Background: an optimization exercise with open tools, aiming at small area, a short achievable clock period and few clock cycles per item. Do not read the settings as production practice.
Where RTL was checked, it was by simulation tests only, not by an equivalence proof against the original.
Function not checked in run 1: the RTL went through the layout flow alone.
No activity file was given, so power comes from the tool's default toggle rates.

## flow/design.v (module list and top-level ports; edited modules follow where they fit)
// module SET: 2779 lines
module SET ( clk , rst, en, central, radius, mode, busy, valid, candidate );
  // ...
==> flow/flow/run.sh <==
#!/bin/bash
# Own flow: the standard layout (standard.sh), with these changes:
#  - synthesis maps logic with the ABC script in flow/area.abc instead of ORFS's
#    abc_speed.script (everything else in synthesis is synth_recipe.tcl unchanged);
#  - no full/half-adder cell extraction (ADDER_MAP_FILE empty), so ABC maps the adders too;
#  - port buffering uses sky130_fd_sc_hd__buf_4 for every input and output port.
set -euo pipefail
W=$(pwd)
export FLOW_FLOW_ABC_SCRIPT="$W/flow/area.abc"
cat flow/abc_override.tcl synth_recipe.tcl > my_synth.tcl
sed -e "s#SYNTH_SCRIPT=[^ ]*#SYNTH_SCRIPT=$W/my_synth.tcl#" \
    -e "s#CLKGATE_MAP_FILE= #CLKGATE_MAP_FILE= ADDER_MAP_FILE= 'BUFFER_PORTS_ARGS=-buffer_cell sky130_fd_sc_hd__buf_4' #" \
    standard.sh > my_standard.sh
grep -q "SYNTH_SCRIPT=$W/my_synth.tcl" my_standard.sh
grep -q "BUFFER_PORTS_ARGS" my_standard.sh
bash my_standard.sh > make_flow.log 2>&1
==> flow/flow/abc_override.tcl <==
# Same synthesis as synth_recipe.tcl, except that the technology-mapping ABC call
# uses the script in flow/area.abc instead of ORFS's abc_speed.script.
proc abc {args} {
  set i [lsearch -exact $args -script]
  if {$i >= 0} { lset args [expr {$i + 1}] $::env(FLOW_FLOW_ABC_SCRIPT) }
  puts "abc (flow override): $args"
  yosys abc {*}$args
}
==> flow/flow/area.abc <==
strash
&get -n
&fraig -x
&put
dc2
strash
&get -n
&dch -f
&nf -R 1000 -p
&put
==> flow/standard.sh <==
#!/bin/bash
# synth_recipe.tcl (not shown) runs the flow's synth.tcl, then flattens the netlist and writes it again
# the make line also repeats each setting of config.mk as NAME=value (left out here)
make -C /OpenROAD-flow-scripts/flow DESIGN_CONFIG=/design/flow/config.mk WORK_HOME=/design/flow/orfs CLKGATE_MAP_FILE= SYNTH_SCRIPT=/design/flow/synth_recipe.tcl "${@:-finish}"
==> flow/config.mk <==
export PLATFORM = sky130hd
export DESIGN_NAME = SET
export DESIGN_NICKNAME = SET
export VERILOG_FILES = /design/flow/design.v
export SDC_FILE = /design/flow/constraint.sdc
export NUM_CORES = 4
export LEC_CHECK = 0
export CAP_MARGIN = 20
export CORE_MARGIN = 2
export CORE_UTILIZATION = 45
export SETUP_SLACK_MARGIN = 5
export SLEW_MARGIN = 20
==> flow/constraint.sdc <==
create_clock -name core_clock -period 11.0 [get_ports {clk}]
set_input_delay 2.2000 -clock core_clock [delete_from_list [all_inputs] [get_ports {clk}]]
set_output_delay 2.2000 -clock core_clock [all_outputs]
set_load 0.01 [all_outputs]
==> summary.md, run 1 <==
| Metric | Value |
|---|---|
| Layer with the highest usage | `met2` |
| CTS Buf Count | `5` |
| Post-synth top flop | `dfxtp_1` |
| Pre-CTS setup slack | `4.52 ns` |
| M2 GR Usage | `60.0%` |
| Register area | `897 sq um` |
| Core Region | `26900 sq um` |
| Yosys warnings | `1` |
| Final setup viols | `0` |
| Status | `timing/DRC/antenna clean` |
| Worst-margin pin slew | `1.11 ns` |
| Clock share of power | `2.7%` |
| Die Y | `169 um` |
| Clk cell area share | `1.08%` |
| VDD IR-drop max | `737 uV` |
| DRC Markers | `0` |
| Sequential power | `0.000294 W` |
| Synthesized Nets | `2212` |
| Max FFs per register | `43` |
| Unrepaired setup endpoints after global routing | `true` |
| Top cell type by total area after synthesis | `a21oi_1` |
| Mapped Avg Cell Area | `5.66 sq um` |
| Setup crit end | `candidate[6]` |
| Seq/Total Area, Yosys | `7.21%` |
| Max Root-Sink Buffers | `2` |
| Levels on crit path | `21` |
| Top flop regs | `ps: 43 flops, valid: 1 flops` |
| Routed WL | `58100 um` |
| Post-Synth Simple-Gate Area | `35.0%` |
| FILL cells | `2825` |
| Fin crit share | `58.6%` |
| Initial Util | `45.7%` |
| Synth cell types | `58` |
| Non-filler instance count after layout | `2619` |
| #MultiIn Comb | `2093` |
| Gpl congestion | `1.02` |
| Clock tree sinks | `44` |
| Number of synthesized flops with an enable pin | `0` |
| Setup crit start | `ps[9]$_DFF_P_` |
| Largest family of logic cells by synthesized area | `compound AO/OA/AOI/OAI gates` |
| Clock slew at reported path FFs | `0.06 ns` |
| Compound-gate portion of the synthesized area | `43.9%` |
| Most frequent cell after synthesis | `nand2_1` |
| Most common cell after layout, fill and taps aside | `nand2_1` |
| Area of the multi-input gates | `11600 sq um` |
==> inputs of run 2 (changes only) <==
--- a/flow/design.v
+++ b/flow/design.v
@@ -2693,87 +2693,87 @@
 wire t35 = f[51] ^ f[52] ^ f[53];
 wire t36 = (f[51] & f[52]) | (f[51] & f[53]) | (f[52] & f[53]);
 wire t37 = f[54] ^ f[55] ^ f[56];
 wire t38 = (f[54] & f[55]) | (f[54] & f[56]) | (f[55] & f[56]);
 wire t39 = f[57] ^ f[58] ^ f[59];
 wire t40 = (f[57] & f[58]) | (f[57] & f[59]) | (f[58] & f[59]);
 wire t41 = f[60] ^ f[61] ^ f[62];
 wire t42 = (f[60] & f[61]) | (f[60] & f[62]) | (f[61] & f[62]);
-reg [42:0] ps;
-always @(posedge clk) ps <= {t42, t40, t38, t36, t34, t32, t30, t28, t26, t24, t22, t20, t18, t16, t14, t12, t10, t8, t6, t4, t2, f[63], t41, t39, t37, t35, t33, t31, t29, t27, t25, t23, t21, t19, t17, t15, t13, t11, t9, t7, t5, t3, t1};
-wire t43 = ps[0] ^ ps[1] ^ ps[2];
-wire t44 = (ps[0] & ps[1]) | (ps[0] & ps[2]) | (ps[1] & ps[2]);
-wire t45 = ps[3] ^ ps[4] ^ ps[5];
-wire t46 = (ps[3] & ps[4]) | (ps[3] & ps[5]) | (ps[4] & ps[5]);
-wire t47 = ps[6] ^ ps[7] ^ ps[8];
-wire t48 = (ps[6] & ps[7]) | (ps[6] & ps[8]) | (ps[7] & ps[8]);
-wire t49 = ps[9] ^ ps[10] ^ ps[11];
-wire t50 = (ps[9] & ps[10]) | (ps[9] & ps[11]) | (ps[10] & ps[11]);
-wire t51 = ps[12] ^ ps[13] ^ ps[14];
-wire t52 = (ps[12] & ps[13]) | (ps[12] & ps[14]) | (ps[13] & ps[14]);
-wire t53 = ps[15] ^ ps[16] ^ ps[17];
-wire t54 = (ps[15] & ps[16]) | (ps[15] & ps[17]) | (ps[16] & ps[17]);
-wire t55 = ps[18] ^ ps[19] ^ ps[20];
-wire t56 = (ps[18] & ps[19]) | (ps[18] & ps[20]) | (ps[19] & ps[20]);
-wire t57 = ps[22] ^ ps[23] ^ ps[24];
-wire t58 = (ps[22] & ps[23]) | (ps[22] & ps[24]) | (ps[23] & ps[24]);
-wire t59 = ps[25] ^ ps[26] ^ ps[27];
-wire t60 = (ps[25] & ps[26]) | (ps[25] & ps[27]) | (ps[26] & ps[27]);
-wire t61 = ps[28] ^ ps[29] ^ ps[30];
-wire t62 = (ps[28] & ps[29]) | (ps[28] & ps[30]) | (ps[29] & ps[30]);
-wire t63 = ps[31] ^ ps[32] ^ ps[33];
-wire t64 = (ps[31] & ps[32]) | (ps[31] & ps[33]) | (ps[32] & ps[33]);
-wire t65 = ps[34] ^ ps[35] ^ ps[36];
-wire t66 = (ps[34] & ps[35]) | (ps[34] & ps[36]) | (ps[35] & ps[36]);
-wire t67 = ps[37] ^ ps[38] ^ ps[39];
-wire t68 = (ps[37] & ps[38]) | (ps[37] & ps[39]) | (ps[38] & ps[39]);
-wire t69 = ps[40] ^ ps[41] ^ ps[42];
-wire t70 = (ps[40] & ps[41]) | (ps[40] & ps[42]) | (ps[41] & ps[42]);
+wire t43 = t1 ^ t3 ^ t5;
+wire t44 = (t1 & t3) | (t1 & t5) | (t3 & t5);
+wire t45 = t7 ^ t9 ^ t11;
+wire t46 = (t7 & t9) | (t7 & t11) | (t9 & t11);
+wire t47 = t13 ^ t15 ^ t17;
+wire t48 = (t13 & t15) | (t13 & t17) | (t15 & t17);
+wire t49 = t19 ^ t21 ^ t23;
+wire t50 = (t19 & t21) | (t19 & t23) | (t21 & t23);
+wire t51 = t25 ^ t27 ^ t29;
+wire t52 = (t25 & t27) | (t25 & t29) | (t27 & t29);
+wire t53 = t31 ^ t33 ^ t35;
+wire t54 = (t31 & t33) | (t31 & t35) | (t33 & t35);
+wire t55 = t37 ^ t39 ^ t41;
+wire t56 = (t37 & t39) | (t37 & t41) | (t39 & t41);
+wire t57 = t2 ^ t4 ^ t6;
+wire t58 = (t2 & t4) | (t2 & t6) | (t4 & t6);
+wire t59 = t8 ^ t10 ^ t12;
+wire t60 = (t8 & t10) | (t8 & t12) | (t10 & t12);
+wire t61 = t14 ^ t16 ^ t18;
+wire t62 = (t14 & t16) | (t14 & t18) | (t16 & t18);
+wire t63 = t20 ^ t22 ^ t24;
+wire t64 = (t20 & t22) | (t20 & t24) | (t22 & t24);
+wire t65 = t26 ^ t28 ^ t30;
+wire t66 = (t26 & t28) | (t26 & t30) | (t28 & t30);
+wire t67 = t32 ^ t34 ^ t36;
+wire t68 = (t32 & t34) | (t32 & t36) | (t34 & t36);
+wire t69 = t38 ^ t40 ^ t42;
+wire t70 = (t38 & t40) | (t38 & t42) | (t40 & t42);
 wire t71 = t43 ^ t45 ^ t47;
 wire t72 = (t43 & t45) | (t43 & t47) | (t45 & t47);
 wire t73 = t49 ^ t51 ^ t53;
 wire t74 = (t49 & t51) | (t49 & t53) | (t51 & t53);
 wire t75 = t44 ^ t46 ^ t48;
 wire t76 = (t44 & t46) | (t44 & t48) | (t46 & t48);
 wire t77 = t50 ^ t52 ^ t54;
 wire t78 = (t50 & t52) | (t50 & t54) | (t52 & t54);
 wire t79 = t56 ^ t57 ^ t59;
 wire t80 = (t56 & t57) | (t56 & t59) | (t57 & t59);
 wire t81 = t61 ^ t63 ^ t65;
 wire t82 = (t61 & t63) | (t61 & t65) | (t63 & t65);
 wire t83 = t58 ^ t60 ^ t62;
 wire t84 = (t58 & t60) | (t58 & t62) | (t60 & t62);
 wire t85 = t64 ^ t66 ^ t68;
 wire t86 = (t64 & t66) | (t64 & t68) | (t66 & t68);
-wire t87 = t71 ^ t73 ^ t55;
-wire t88 = (t71 & t73) | (t71 & t55) | (t73 & t55);
-wire t89 = t72 ^ t74 ^ t75;
-wire t90 = (t72 & t74) | (t72 & t75) | (t74 & t75);
-wire t91 = t77 ^ t79 ^ t81;
-wire t92 = (t77 & t79) | (t77 & t81) | (t79 & t81);
-wire t93 = t76 ^ t78 ^ t80;
-wire t94 = (t76 & t78) | (t76 & t80) | (t78 & t80);
-wire t95 = t82 ^ t83 ^ t85;
-wire t96 = (t82 & t83) | (t82 & t85) | (t83 & t85);
+reg [20:0] ps;
+always @(posedge clk) ps <= {t86, t84, t70, t85, t83, t82, t80, t78, t76, t69, t67, t81, t79, t77, t75, t74, t72, f[63], t55, t73, t71};
+wire t87 = ps[0] ^ ps[1] ^ ps[2];
+wire t88 = (ps[0] & ps[1]) | (ps[0] & ps[2]) | (ps[1] & ps[2]);
+wire t89 = ps[4] ^ ps[5] ^ ps[6];
+wire t90 = (ps[4] & ps[5]) | (ps[4] & ps[6]) | (ps[5] & ps[6]);
+wire t91 = ps[7] ^ ps[8] ^ ps[9];
+wire t92 = (ps[7] & ps[8]) | (ps[7] & ps[9]) | (ps[8] & ps[9]);
+wire t93 = ps[12] ^ ps[13] ^ ps[14];
+wire t94 = (ps[12] & ps[13]) | (ps[12] & ps[14]) | (ps[13] & ps[14]);
+wire t95 = ps[15] ^ ps[16] ^ ps[17];
+wire t96 = (ps[15] & ps[16]) | (ps[15] & ps[17]) | (ps[16] & ps[17]);
 wire t97 = t88 ^ t89 ^ t91;
 wire t98 = (t88 & t89) | (t88 & t91) | (t89 & t91);
 wire t99 = t90 ^ t92 ^ t93;
 wire t100 = (t90 & t92) | (t90 & t93) | (t92 & t93);
-wire t101 = t94 ^ t96 ^ t84;
-wire t102 = (t94 & t96) | (t94 & t84) | (t96 & t84);
-wire t103 = t97 ^ t67 ^ t69;
-wire t104 = (t97 & t67) | (t97 & t69) | (t67 & t69);
+wire t101 = t94 ^ t96 ^ ps[19];
+wire t102 = (t94 & t96) | (t94 & ps[19]) | (t96 & ps[19]);
+wire t103 = t97 ^ ps[10] ^ ps[11];
+wire t104 = (t97 & ps[10]) | (t97 & ps[11]) | (ps[10] & ps[11]);
 wire t105 = t98 ^ t99 ^ t95;
 wire t106 = (t98 & t99) | (t98 & t95) | (t99 & t95);
-wire t107 = t100 ^ t101 ^ t86;
-wire t108 = (t100 & t101) | (t100 & t86) | (t101 & t86);
-wire t109 = t104 ^ t105 ^ t70;
-wire t110 = (t104 & t105) | (t104 & t70) | (t105 & t70);
+wire t107 = t100 ^ t101 ^ ps[20];
+wire t108 = (t100 & t101) | (t100 & ps[20]) | (t101 & ps[20]);
+wire t109 = t104 ^ t105 ^ ps[18];
+wire t110 = (t104 & t105) | (t104 & ps[18]) | (t105 & ps[18]);
 wire t111 = t110 ^ t106 ^ t107;
 wire t112 = (t110 & t106) | (t110 & t107) | (t106 & t107);
 wire t113 = t112 ^ t108 ^ t102;
 wire t114 = (t112 & t108) | (t112 & t102) | (t108 & t102);
 wire [6:0] sa = {1'b0, t114, t113, t111, t109, t103, t87};
-wire [6:0] sb = {1'b0, 1'b0, 1'b0, 1'b0, 1'b0, 1'b0, ps[21]};
+wire [6:0] sb = {1'b0, 1'b0, 1'b0, 1'b0, 1'b0, 1'b0, ps[3]};
 wire [6:0] sum = sa + sb;
 assign candidate = {1'b0, sum};
 endmodule
==> run 2 against run 1 <==
Clock-buffer cell count shrank 4. Cell area grew 10%. Critical path type is now in -> reg. Global-route usage grew 1.9 points. Critical endpoint is now ps[1]$_DFF_P_. Cell count grew 0.23%. Largest cell class unchanged. Clock power shrank 33%. Synthesized area shrank 3.1%. Critical path depth shrank 1. Die area shrank 3.1%. Non-clock buffer count grew 58.
==> summary.md, run 2 <==
| Metric | Value |
|---|---|
| Routed WL | `61500 um (+5.8%)` |
| Final Util | `59.2%` |
| Nets | `2332` |
| Most common cell after layout, fill and taps aside | `nand2_1` |
| Remaining Overflow, GRT | `0` |
| Synth top cells by count | `nand2_1 (370), nor2_1 (356), a21oi_1 (250), o21ai_0 (250), o22ai_1 (97)` |
| Critical-path maximum fanout | `13` |
| Die Y | `167 um (-1.5%)` |
| Clock tree sinks | `22 (-50%)` |
| Clock slew at reported path FFs | `0.05 ns (about the same)` |
| Worst Hold Class | `in -> async` |
| Slew Limit Fails | `0` |
| Fin crit share | `55.6% (-3.1 points)` |
| Critical Path RT | `11.16 ns` |
| Largest net degree at the start of global routing | `54` |
| Initial Util | `45.8% (+0.085 points)` |
| Vias in the first global route | `15.6k` |
| Most frequent cell after synthesis | `nand2_1` |
| Htree depth | `1` |
| DRC Markers | `0 (unchanged)` |
| Core Region | `26000 sq um (-3.3%)` |
| Clock share of power | `3.8% (+1.1 points)` |
| Die W | `167 um` |
| Most frequent cells in the layout | `nand2_1 (355), nor2_1 (302), a21oi_1 (196)` |
| Endpoint type of the worst setup path | `register` |
| Final setup viols | `0 (unchanged)` |
| Layer with the highest usage | `met2` |
| Yosys warnings | `1 (unchanged)` |
| DR pass1 iterations | `7` |
| Rel. slew slack | `28.8%` |
| First-pass GRT wire length | `90600 um` |
| Pre-CTS setup slack | `3.74 ns (-0.773 ns)` |
| Post-Syn Area | `11900 sq um` |
| Via/cell ratio | `6.93` |
| Crit Path Class | `in -> reg` |
| Hold buffers post-CTS | `0` |
| Vias | `18.2k` |
| Port bufs | `46` |
| Post-synth top flop | `dfxtp_1` |
| Max Root-Sink Buffers | `2 (unchanged)` |
| Root Driver | `clkbuf_16` |
| Gpl congestion | `1.08 (+5.7%)` |
| Worst EP arrival | `6.28 ns` |
| Internal power | `0.00122 W` |
| Psw | `0.00141 W` |
| Seq/Total Area, Yosys | `3.74% (-3.5 points)` |
| Placed inst area | `13000 sq um` |
| Detailed Route Iter0 Violations | `2387` |
| Worst Slack Setup Final | `4.89 ns` |
| Synthesized Nets | `2170 (-1.9%)` |
| Post-DP HPWL | `45800 um` |
| Top flop regs | `ps: 21 flops, valid: 1 flops` |
| Unrepaired setup endpoints after global routing | `true` |
| Total negative slack | `0 ns` |
| I/O Pins | `51` |
| Initial antenna violation count | `0` |
| Met3 Usage GRT | `8.39%` |
| P_leak | `5.86 nW` |
| CTS tree | `built` |
| Switching share of total power | `53.7%` |
| Area contributors post-synth | `nand2_1 (12%), nor2_1 (11%), a21oi_1 (11%), o21ai_0 (11%), o22ai_1 (5.1%)` |
| PD cells | `171 nW/um^2` |
| Register bit count reported by yosys | `22` |
| Max FFs per register | `21 (-51%)` |
| Top cell type by total area after synthesis | `nand2_1` |
| GR met1 Demand/Resource | `53.9%` |
| Die ar. | `27800 sq um` |
| Max Cap Viol | `0` |
| Gr usage total | `40.8%` |
| Comb power frac | `90.2%` |
| Startpoint types | `primary input` |
| # rows | `59` |
| Hold Fails Final Rpt | `0` |
| Final Cell Area | `15400 sq um` |
| CTS Buf Count | `3 (-2)` |
| M2 GR Usage | `63.3% (+3.3 points)` |
| Post-synth top area share | `11.7%` |
| Cell count after synthesis | `2129` |
| Minimum clock period | `6.11 ns` |
| Status | `timing/DRC/antenna clean` |
| Reg power frac | `6.1%` |
| Number of synthesized flops with an enable pin | `0 (unchanged)` |
| VDD IR-drop max | `479 uV (-35%)` |
| Worst-margin pin slew | `1.06 ns (-0.0559 ns)` |
| Post-synth ARST share | `4.55%` |
| Layout cells sized above 1 | `21.1%` |
| Synth cell types | `59 (+1.7%)` |
| Fmax | `164 MHz` |
| Final Power | `0.00263 W` |
| Largest Register | `ps` |
| Antenna cells | `0` |
| Routed Antenna Nets | `0` |
| Routed WL per cell | `23.4 um` |
| Mapped Avg Cell Area | `5.59 sq um (-1.2%)` |
| Layout area overhead | `29.2%` |
[run 2: cell types whose count changed in the layout (fill, tap and decap cells not counted), moves of 33 or more]
cell / delta
a22oi_1: +55
a21oi_1: -125
o21ai_0: -100
a21oi_2: +41
buf_4: +43
nand2_1: -42
nor2_2: +33
o21ai_1: +37
[run 2: worst max-delay path: stages]
cell and delay (ns):
buf_4 0.19, inv_4 0.12, o21ai_2 0.08, nor2_2 0.15
a21oi_2 0.07, a32oi_1 0.20, o22ai_1 0.14, or3_4 0.38
and2_0 0.20, o21ai_2 0.09, a22oi_1 0.10, nor3_2 0.52
nor3_1 0.16, or4_4 0.55, nand2_4 0.11, xnor2_4 0.07
maj3_2 0.38, o21ai_4 0.25, xnor2_2 0.15, xnor2_1 0.16
[run 2: layout make-up]
class                      instances  area [sq um]
clock buffer                       3          75.1
clock inverter                     1          30.0
fill                            2622         10600
inverter                          21           100
multi-input combinational       2085         13000
sequential                        22           445
tap                              335           419
timing repair buffer             158          1330
[run 2: kinds of logic after synthesis]
kind of cell	after synthesis	synth area share [%]
and+or+nand+nor	1050	38.8
AOI/OAI and AO/OA	901	46.0
xor gates and xnor gates	77	5.89
adders and majority gates	43	3.61
buffers and inverters	23	0.788
DFF	22	3.74
muxes	12	1.04
other	1	0.0315
[run 2: worst max path at each step]
stage / from / end / slack, ns / depth (start not counted)
5_1_grt: radius[6] / ps[5]$_DFF_P_ / 4.80 / 24
2_1_floorplan: radius[2] / ps[1]$_DFF_P_ / 5.01 / 19
6_report: radius[6] / ps[1]$_DFF_P_ / 4.89 / 20
4_1_cts: radius[2] / ps[1]$_DFF_P_ / 4.96 / 20
3_5_place_dp: radius[6] / ps[1]$_DFF_P_ / 3.74 / 19
3_3_place_gp: central[15] / ps[1]$_DFF_P_ / 3.70 / 16
[run 2: power by group through the flow]
stage,registers [W],logic (W),clock network [W]
6_report,0.000160,0.00237,0.0000990
3_5_place_dp,0.000160,0.00195,0
5_1_grt,0.000165,0.00254,0.000102
2_1_floorplan,0.000153,0.00135,0
4_1_cts,0.000159,0.00211,0.000100
3_3_place_gp,0.000158,0.00192,0
[run 2: layer usage]
layer	vias up	wire length [um]
met4	0	4330
met5	-	0
met1	8305	23100
met3	280	8200
met2	1291	25900
li1	8320	-
[run 2: stage by stage]
step | hold slack [ns] | instances
2_1_floorplan | 1.92 | 2129
3_3_place_gp | 2.04 | 2550
3_5_place_dp | 2.04 | 2550
4_1_cts | 1.78 | 2580
5_1_grt | 1.78 | 2625
6_report | 1.78 | 2625
[run 2: repair_timing]
| item | 4_1_cts | 5_1_grt |
|---|---|---|
| pin swaps | 24 | 62 |
| resized for setup | 212 | 280 |
| endpoints found under the setup margin | 19 | 19 |
| gates cloned | 1 | 0 |
| buffers inserted | 25 | 45 |
Testbench counts of run 2, summed over its fixed seeds: cycles 520, items 512.

==> separate check: timing with driven ports <==
The flow's constraints put no driver on any port. The routed layouts listed below were extracted and timed again, unchanged, in two steps. Step 1 (the two cells are an assumption about what drives the block):
set clk [get_ports {clk}]
set_driving_cell -lib_cell sky130_fd_sc_hd__clkbuf_16 $clk
set_driving_cell -lib_cell sky130_fd_sc_hd__buf_2 [delete_from_list [all_inputs] $clk]
Step 2 adds t to the input delays and takes it off the output delays; t is the mean of the earliest and latest rising clock arrival at the registers after step 1. Input paths then give back, and output paths get back, about the clock's delay inside the block. a / b / c = ideal ports / drivers / drivers and shift; a / b = the first two.
run | shift t [ns] | setup slack, ns | pins driven straight from the clock port
run 1 | 0.321 | 4.551 / 4.513 / 4.834 | 1
run 2 | 0.279 | 4.888 / 4.896 / 4.617 | 1
After both steps every run listed still meets setup and hold. The setup slack of run 2, which loses most, moves by +0.008 ns with the drivers and by -0.271 ns with both steps.
